Context: an optimization exercise on an open-source flow, tuned for small area and a short achievable clock period. The choices shown serve that exercise and are no tape-out recipe. The RTL was checked by simulation tests, not by an equivalence proof against the original design.

==> module fifo, before the edit <==
module fifo #(
    parameter DATA_WIDTH = 32
) (
    input  wire                   clk,
    input  wire                   rst,
    input  wire                   wr_en,
    input  wire                   re_en,
    input  wire [DATA_WIDTH-1:0]  data_in,
    output wire [DATA_WIDTH-1:0]  next_head,
    output wire                   empty,
    output wire                   full
);
    localparam MDEPTH = 14;
    reg [DATA_WIDTH-1:0] memory [0:MDEPTH-1];
    reg [DATA_WIDTH-1:0] head;       
    reg [DATA_WIDTH-1:0] second;     
    reg [3:0] wr_ptr;
    reg [MDEPTH-1:0] rd_sel;         
    reg [4:0] count;
    reg empty_reg;
    reg full_reg;
    reg one_reg;                     
    reg two_reg;                     
    reg many_reg;                    
    integer i;
    wire wr_fire = wr_en && !full_reg;
    wire rd_fire = re_en && !empty_reg;
    wire ld_din  = wr_en && (empty_reg || (re_en && one_reg));
    wire ld_sec  = re_en && (two_reg || many_reg);
    wire sec_din = wr_en && ((one_reg && !re_en) || (two_reg && re_en));
    wire pop     = re_en && many_reg;
    wire push    = wr_fire && !ld_din && !sec_din;
    assign next_head = ld_din ? data_in : (ld_sec ? second : head);
    reg [DATA_WIDTH-1:0] mem_out;
    always @* begin
        mem_out = {DATA_WIDTH{1'b0}};
        for (i = 0; i < MDEPTH; i = i + 1)
            mem_out = mem_out | (memory[i] & {DATA_WIDTH{rd_sel[i]}});
    end
    wire [4:0] count_next = count + {4'd0, wr_fire} - {4'd0, rd_fire};
    always @ (posedge clk or posedge rst) begin
        if (rst) begin
            wr_ptr    <= 4'd0;
            rd_sel    <= {{(MDEPTH-1){1'b0}}, 1'b1};
            count     <= 5'd0;
            empty_reg <= 1'b1;
            full_reg  <= 1'b0;
            one_reg   <= 1'b0;
            two_reg   <= 1'b0;
            many_reg  <= 1'b0;
        end else begin
            if (push)
                wr_ptr <= (wr_ptr == MDEPTH - 1) ? 4'd0 : wr_ptr + 4'd1;
            if (pop)
                rd_sel <= {rd_sel[MDEPTH-2:0], rd_sel[MDEPTH-1]};
            count     <= count_next;
            empty_reg <= (count_next == 5'd0);
            full_reg  <= (count_next == 5'd16);
            one_reg   <= (count_next == 5'd1);
            two_reg   <= (count_next == 5'd2);
            many_reg  <= (count_next >= 5'd3);
        end
    end
    always @ (posedge clk) begin
        head <= next_head;
        if (sec_din)
            second <= data_in;
        else if (pop)
            second <= mem_out;
        if (push)
            memory[wr_ptr] <= data_in;
    end
    assign empty = empty_reg;
    assign full  = full_reg;
endmodule
export LEC_CHECK = 0
export CAP_MARGIN = 20
export CORE_MARGIN = 2
export CORE_UTILIZATION = 55
export PLACE_DENSITY = 0.7
export SLEW_MARGIN = 20
create_clock -name core_clock -period 13.0 [get_ports {clk}]
standard.sh (not shown) runs the stock make flow with config.mk's settings and CLKGATE_MAP_FILE= SYNTH_SCRIPT=/design/flow/synth_recipe.tcl, a recipe that flattens the netlist after the stock synthesis.
==> flow/flow/run.sh <==
#!/bin/bash
set -euo pipefail
MARGIN=${MARGIN:-6.3}
bash standard.sh \
  SETUP_SLACK_MARGIN=$MARGIN \
  "CTS_ARGS=-sink_clustering_enable -repair_clock_nets -dont_use_dummy_load -buf_list sky130_fd_sc_hd__clkbuf_16 -sink_clustering_size 27 -sink_clustering_max_diameter 90" \
  "BUFFER_PORTS_ARGS=-buffer_cell sky130_fd_sc_hd__buf_2" \
  finish > make_finish.log 2>&1
Change:
--- a/flow/design.v
+++ b/flow/design.v
@@ -16,5 +16,5 @@
     reg [DATA_WIDTH-1:0] second;     
     reg [3:0] wr_ptr;
-    reg [MDEPTH-1:0] rd_sel;         
+    reg [3:0] rd_ptr;
     reg [4:0] count;
     reg empty_reg;
@@ -36,5 +36,5 @@
         mem_out = {DATA_WIDTH{1'b0}};
         for (i = 0; i < MDEPTH; i = i + 1)
-            mem_out = mem_out | (memory[i] & {DATA_WIDTH{rd_sel[i]}});
+            mem_out = mem_out | (memory[i] & {DATA_WIDTH{rd_ptr == i}});
     end
     wire [4:0] count_next = count + {4'd0, wr_fire} - {4'd0, rd_fire};
@@ -42,5 +42,5 @@
         if (rst) begin
             wr_ptr    <= 4'd0;
-            rd_sel    <= {{(MDEPTH-1){1'b0}}, 1'b1};
+            rd_ptr    <= 4'd0;
             count     <= 5'd0;
             empty_reg <= 1'b1;
@@ -53,5 +53,5 @@
                 wr_ptr <= (wr_ptr == MDEPTH - 1) ? 4'd0 : wr_ptr + 4'd1;
             if (pop)
-                rd_sel <= {rd_sel[MDEPTH-2:0], rd_sel[MDEPTH-1]};
+                rd_ptr <= (rd_ptr == MDEPTH - 1) ? 4'd0 : rd_ptr + 4'd1;
             count     <= count_next;
             empty_reg <= (count_next == 5'd0);
Effect: Global-route usage increases by 0.74 points. Die area fell slightly. First-iteration DRC count decreases slightly. Final area went down slightly. Count of clock-buffer cells in the layout falls by 3. Synthesized area went down slightly. Wire length went up slightly. Worst setup slack loses 0.20 ns. Via count goes up slightly. Critical path depth does not change. Core utilization shrinks by 0.14 points.

separate check: timing with driven ports:
The flow's constraints put no driver on any port. The routed layouts listed below were extracted and timed again, unchanged, in two steps. Step 1: set_driving_cell puts a clkbuf_16 on clk and a buf_2 on each other input, an assumption about the parent block. Step 2 also shifts input and output timing later by t, the mid clock arrival at the registers, as if the neighbouring blocks saw the same clock. Three values: no drivers, after step 1, after step 2; two values: the first two.
| run | shift t [ns] | slack for setup (ns) | pins driven straight from the clock port |
|---|---|---|---|
| the first run | 0.770 | 6.372 / 6.292 / 5.670 | 1 |
| the second run | 0.770 | 6.177 / 6.101 / 5.665 | 1 |
After both steps every run listed still meets setup and hold. For the first run, which loses most, drivers alone change the setup slack by -0.080 ns; drivers and shift together by -0.702 ns.
